This design comes from an exercise in tuning for small area, a short achievable clock period and few clock cycles on the open sky130 flow, not from production work. In this exercise RTL edits were held to simulation tests only and were not proved equivalent to the original.

**run.sh**
```bash
#!/bin/bash
# synth_recipe.tcl (not shown) runs the flow's synth.tcl, then flattens the netlist and writes it again
# the make line also repeats each setting of config.mk as NAME=value (left out here)
make -C /OpenROAD-flow-scripts/flow DESIGN_CONFIG=/design/flow/config.mk WORK_HOME=/design/flow/orfs CLKGATE_MAP_FILE= SYNTH_SCRIPT=/design/flow/synth_recipe.tcl finish
```
**config.mk**
```make
export PLATFORM = sky130hd
export DESIGN_NAME = milestone1
export DESIGN_NICKNAME = milestone1
export VERILOG_FILES = /design/flow/design.v
export SDC_FILE = /design/flow/constraint.sdc
export NUM_CORES = 4
export LEC_CHECK = 0
export CAP_MARGIN = 20
export CORE_MARGIN = 2
export CORE_UTILIZATION = 40
export SLEW_MARGIN = 20
```
**constraint.sdc**
```tcl
create_clock -name core_clock -period 13.0 [get_ports {CLOCK_50_I}]
set_input_delay 2.6000 -clock core_clock [delete_from_list [all_inputs] [get_ports {CLOCK_50_I}]]
set_output_delay 2.6000 -clock core_clock [all_outputs]
set_load 0.01 [all_outputs]
```
**design.v**
```verilog
module milestone1 (
	input  logic        CLOCK_50_I,
	input  logic        resetn,
	input  logic        M1_en,
	output logic        M1_end,
	output logic [17:0] SRAM_address,
	input  logic [15:0] SRAM_read_data,
	output logic [15:0] SRAM_write_data,
	output logic        SRAM_we_n
);
localparam logic [17:0] UBASE = 18'd38400;
localparam logic [17:0] VOFS  = 18'd19200;
localparam logic [17:0] RGBBASE = 18'd146944;
logic [3:0]  ph;
logic        run;
logic [6:0]  gcnt;      
logic [15:0] ya;        
logic [17:0] ca;        
logic [17:0] ra;        
logic [7:0] UW [0:5];
logic [7:0] VW [0:5];
logic [7:0] SU, SV;
logic [7:0] PY, PU, PV;     
logic [7:0] YL;             
logic [7:0] INT;            
logic [7:0] EB;             
wire [7:0] rh = SRAM_read_data[15:8];
wire [7:0] rl = SRAM_read_data[7:0];
wire active = run | M1_en;
wire clamp  = (gcnt >= 7'd78);
wire last_g = (gcnt == 7'd79);
wire isel_v = (ph == 4'd0) || (ph == 4'd3);
wire [7:0] t0 = isel_v ? VW[0] : UW[0];
wire [7:0] t1 = isel_v ? VW[1] : UW[1];
wire [7:0] t2 = isel_v ? VW[2] : UW[2];
wire [7:0] t3 = isel_v ? VW[3] : UW[3];
wire [7:0] t4 = isel_v ? VW[4] : UW[4];
wire [7:0] t5 = isel_v ? VW[5] : UW[5];
wire [8:0] s1 = t0 + t5;
wire [8:0] s2 = t1 + t4;
wire [8:0] s3 = t2 + t3;
wire [15:0] S1 = {7'd0,s1}, S2 = {7'd0,s2}, S3 = {7'd0,s3};
wire [15:0] isum = (S1<<4) + (S1<<2) + S1 - (S2<<6) + (S2<<4) - (S2<<2) + (S3<<7) + (S3<<5) - S3 + 16'd128;
wire [7:0] ip = isum[15:8];
wire [27:0] Y28 = {20'd0, PY};
wire [27:0] U28 = {20'd0, PU};
wire [27:0] V28 = {20'd0, PV};
wire [27:0] Rs = (Y28<<16) + (Y28<<13) + (Y28<<11) + (Y28<<9) - (Y28<<2)
               + (V28<<17) - (V28<<15) + (V28<<13) - (V28<<11) + (V28<<7) + (V28<<4) + (V28<<2) - V28
               - 28'd14608704;
wire [27:0] Gs = (Y28<<16) + (Y28<<13) + (Y28<<11) + (Y28<<9) - (Y28<<2)
               - (U28<<15) + (U28<<13) - (U28<<10) - (U28<<5) + (U28<<3)
               - (V28<<16) + (V28<<14) - (V28<<12) - (V28<<5) - V28
               + 28'd8879296;
wire [27:0] Bs = (Y28<<16) + (Y28<<13) + (Y28<<11) + (Y28<<9) - (Y28<<2)
               + (U28<<17) + (U28<<10) + (U28<<7) + (U28<<5) - (U28<<2) - U28
               - 28'd18148672;
function automatic [7:0] clip(input logic [27:0] x);
	clip = x[27] ? 8'd0 : (|x[26:24]) ? 8'd255 : x[23:16];
endfunction
wire [7:0] Ro = clip(Rs);
wire [7:0] Go = clip(Gs);
wire [7:0] Bo = clip(Bs);
logic [3:0] nph;
always_comb begin
	case (ph)
		4'd6:  nph = last_g ? 4'd10 : 4'd7;
		4'd9:  nph = 4'd0;
		4'd13: nph = 4'd14;
		4'd15: nph = 4'd9;
		default: nph = ph + 4'd1;
	endcase
end
wire frame_done = (ph == 4'd6) && last_g && (&SRAM_address);
always_ff @(posedge CLOCK_50_I or negedge resetn) begin
	if (!resetn) begin
		ph <= 4'd10;
		run <= 1'b0;
		M1_end <= 1'b0;
		gcnt <= 7'd0;
		ya <= 16'd0;
		ca <= UBASE;
		ra <= RGBBASE;
		SRAM_address <= UBASE;
		SRAM_we_n <= 1'b1;
	end else if (active && !M1_end) begin
		run <= 1'b1;
		if (frame_done) begin
			M1_end <= 1'b1;
			SRAM_we_n <= 1'b1;
		end else begin
			ph <= nph;
			if (ph == 4'd6) gcnt <= last_g ? 7'd0 : gcnt + 7'd1;
			SRAM_we_n <= 1'b1;
			case (nph)
				4'd0, 4'd7, 4'd14: begin
					SRAM_address <= {2'b0, ya};
					ya <= ya + 16'd1;
				end
				4'd1, 4'd2, 4'd3, 4'd4, 4'd5, 4'd6: begin
					SRAM_address <= ra;
					ra <= ra + 18'd1;
					SRAM_we_n <= 1'b0;
				end
				4'd8, 4'd10, 4'd12, 4'd15: begin
					SRAM_address <= ca;
				end
				default: begin  
					SRAM_address <= ca + VOFS;
					if (nph != 4'd9 || !clamp) ca <= ca + 18'd1;
				end
			endcase
		end
	end
end
always_ff @(posedge CLOCK_50_I) begin
	case (ph)
		4'd0, 4'd3: SRAM_write_data <= {Ro, Go};
		4'd1, 4'd4: SRAM_write_data <= {EB, Ro};
		default:    SRAM_write_data <= {Go, Bo};
	endcase
	if (ph == 4'd0 || ph == 4'd3) EB <= Bo;
	if (ph == 4'd9 || ph == 4'd2) begin
		PY <= rh; YL <= rl;
		PU <= UW[2]; PV <= VW[2];
		INT <= ip;
	end else if (ph == 4'd0 || ph == 4'd3) begin
		PY <= YL; PU <= INT; PV <= ip;
	end
	if (ph == 4'd0 || ph == 4'd3) begin
		UW[0] <= UW[1]; UW[1] <= UW[2]; UW[2] <= UW[3]; UW[3] <= UW[4]; UW[4] <= UW[5];
		if (!clamp) UW[5] <= (ph == 4'd0) ? rh : SU;
		if (ph == 4'd0) SU <= rl;
	end else if (ph == 4'd12) begin
		UW[0] <= rh; UW[1] <= rh; UW[2] <= rh; UW[3] <= rl;
	end else if (ph == 4'd14) begin
		UW[4] <= rh; UW[5] <= rl;
	end
	if (ph == 4'd1 || ph == 4'd4) begin
		VW[0] <= VW[1]; VW[1] <= VW[2]; VW[2] <= VW[3]; VW[3] <= VW[4]; VW[4] <= VW[5];
		if (!clamp) VW[5] <= (ph == 4'd1) ? rh : SV;
		if (ph == 4'd1) SV <= rl;
	end else if (ph == 4'd13) begin
		VW[0] <= rh; VW[1] <= rh; VW[2] <= rh; VW[3] <= rl;
	end else if (ph == 4'd15) begin
		VW[4] <= rh; VW[5] <= rl;
	end
end
endmodule
```
==> impl_metrics.py <==
metrics = {
    "clock_tree": {
        "htree_levels": 1,
        "cts_resized": 0,
        "cts_max_path_buffers": 3,
        "numCtsBuffers": 30,
        "root_buffer": "clkbuf_16",
        "cts_tree": "built",
        "clk_pin_slew_ps": 60,
        "holdBufCountCts": 0,
        "clock_sinks": 260,
        "clock_latency_ps": 590,
        "postCtsSetupBuffers": 0,
    },
    "synth": {
        "synth_compound_area_frac": 0.0988,
        "synth-simple-area-share": 0.127,
        "synth_seq_cells": 260,
        "synth_xor_area_frac": 0.0472,
        "synth.avg_cell_area_um2": 9.60,
        "synth_edf_count": 160,
        "seq_area_frac_synth": 0.292,
        "async_reset_ff_frac": 0.323,
        "synth_area_mm2": 0.0248,
        "yosys_warnings": 3,
        "synth_adder_area_share": 0.340,
        "synth_top_family_by_area": "adder cells",
        "ys.flop_type": "edfxtp_1",
        "ys_types": 73,
        "synthesis.nets": 3169,
        "synth.area.mux_share": 0.0195,
        "synth_cells": 2584,
    },
    "job": {
        "drv_cap": 0,
    },
    "critical_path": {
        "critPathTopFamily": "adder cells",
        "r2r-end": "SRAM_write_data[3]",
        "end_kind": "flip-flop",
        "start_kind": "flip-flop",
        "crit_arrival_ps": 9170,
        "slowest_delay_ps": 510,
        "crit_buf_inv": 5,
        "cpMaxStageDelayCell": "fa_1",
        "crit_fanout": 7,
        "timing.rr.start": "PY[3]",
        "path_class": "flip-flop to flip-flop",
        "r2r_cells": 31,
        "cp.required_ps": 13460,
        "regToRegSetupSlack_ps": 4280,
    },
    "min_path": {
        "min_path_cells": 1,
        "hold_end": "run",
        "worstHoldStart": "run",
        "hold_path_class": "flip-flop to flip-flop",
    },
    "floorplanning": {
        "ios": 55,
        "start_util": 0.404,
        "die_y_um": 253,
        "core_mm2": 0.0615,
        "die_w_um": 253,
        "rows": 91,
        "dieArea_mm2": 0.0640,
    },
    "sta": {
        "holdWs_ps": 461,
        "period_minus_slack_ps": 8720,
        "relSlewSlack": 0.314,
        "rsz0062_at_grt": "false",
        "skew_ps": 30.7,
        "worst_slew_pin_slew_ps": 1030,
        "setup_tns_ps": 0,
        "fmax_ghz": 0.115,
        "finalHoldViolations": 0,
        "final.period_utilization": 0.671,
        "setup_violations": 0,
        "drv_slew": 0,
    },
    "placed_design": {
        "dpl.cell_count": 3398,
        "port_buffers": 54,
        "hpwl_um": 50100,
        "place_congestion": 0.929,
    },
    "global_route": {
        "grt_antenna_before_repair": 0,
        "track_usage": 0.200,
        "grt_overflow": 0,
        "grt_pass1_vias": 18606,
        "grt_pass1_wl_um": 101000,
        "grt_start_max_net_pins": 85,
    },
    "finish": {
        "layout_commonest_cell": "inv_1",
        "syn2layout_area_growth_pct": 10.3,
        "diodes": 0,
        "post-route-util": 0.445,
        "nFillCells": 5933,
        "drive_gt1_frac": 0.0511,
        "instances_no_fill": 3454,
        "most-common-layout-cells": "inv_1, nand2_1, ha_1",
        "nets": 3225,
    },
    "detailed_routing": {
        "vias": 18073,
        "drc": 0,
        "routedWlPerCell_um": 18.2,
        "avgViaCountPerCell": 5.23,
        "wirelength_um": 62900,
        "ant_nets": 0,
        "dr.pass1.iters": 8,
        "drt-initial-drc-count": 1177,
    },
    "run_status": {
        "status": "finished clean",
    },
}
==> worst register-to-register path: cells and delay by family, from the launching register on <==
kind,cells,cell delay [ps]
buf+inv,5,350
xor+xnor,2,650
simple gates,3,800
fa+ha+maj,9,3640
compound gates,12,2720
flops,1,470
==> through the flow <==
step	worst slack, ps	area [um^2]
floorplan	5260	24800
global placement	4570	26300
detailed placement	4390	26300
CTS	4360	27400
global route	3730	27400
finish	4280	27400
==> area by class of cell <==
class	instances	area [um^2]	share of cell area
Inverter	447	1680	0.0614
Clock buffer	43	860	0.0314
Multi-Input combinational cell	1828	15800	0.576
Sequential cell	260	7250	0.265
Clock inverter	13	149	0.00544
Tap cell	790	988	0.0361
Timing Repair Buffer	73	684	0.0250
==> cells in the mapped netlist (26+ instances only) <==
library cell	number	share of area
a21o_1	33	0.010
a21oi_1	92	0.019
clkbuf_1	48	0.0073
dfrtp_1	67	0.068
edfxtp_1	160	0.19
fa_1	180	0.15
ha_1	386	0.19
inv_1	446	0.067
mux2_2	26	0.012
nand2_1	430	0.065
nand3_1	33	0.0067
nor2_1	111	0.017
o21ai_0	69	0.014
xnor2_1	85	0.030
xor2_1	38	0.013
==> cell families after synthesis <==
logic type	count (synthesis)
xor+xnor	127
buf+inv	496
mux	45
compound gates	369
simple gates	721
fa+ha+maj	566
flops	260
==> state kept, by name (all words and copies together) (netlist names), 4 cells and up <==
register	flops
PY	8
SRAM_write_data	16
PV	8
ca	18
PU	8
UW	48
VW	48
YL	8
INT	8
EB	8
SU	8
ph	4
SV	8
SRAM_address	18
ra	18
ya	16
gcnt	7
==> worst max-delay path by stage <==
| stage | from | cells past startpoint | slack, ps | end |
|---|---|---|---|---|
| 2_1_floorplan | ph[2] | 33 | 5260 | PV[7] |
| 3_3_place_gp | PY[3] | 31 | 4570 | SRAM_write_data[3] |
| 3_5_place_dp | PY[0] | 31 | 4390 | SRAM_write_data[3] |
| 4_1_cts | PY[3] | 31 | 4360 | SRAM_write_data[3] |
| 5_1_grt | PY[3] | 31 | 3730 | SRAM_write_data[3] |
| 6_report | PY[3] | 31 | 4280 | SRAM_write_data[3] |
==> per-layer routing <==
layer  routed length [um]  vias up  track usage
met1                29600     8877        0.277
met5                    0        -            0
li1                     -     8777            -
met2                30000      357        0.341
met4                  972        0       0.0365
met3                 2360       62       0.0198
Testbench counts, summed over its fixed seeds: cycles 1,157,760.

## what the ideal ports hide
The flow's constraints put no driver on any port. The routed layout listed below was extracted and timed again, unchanged, in two steps.
Step 1 assumes that a clkbuf_16 drives the clock port and a buf_2 every other input.
Step 2 times the ports against the registers' clock, not the clock port: input delays grow and output delays shrink by t, the midpoint of the rising clock arrivals with the driver on.
a / b / c = ideal ports / drivers / drivers and shift; a / b = the first two.
t (ns): 0.634
setup WS [ns]: 4.284 / 4.284 / 4.284
worst hold slack (ns): 0.461 / 0.461 / 0.461
latest minus earliest clock arrival (ns): 0.034 / 0.034
worst register clock-pin slew, ns: 0.08 / 0.08
After both steps setup and hold are still met in this run. The setup slack of this run moves by 0.000 ns with the drivers and by 0.000 ns with both steps.
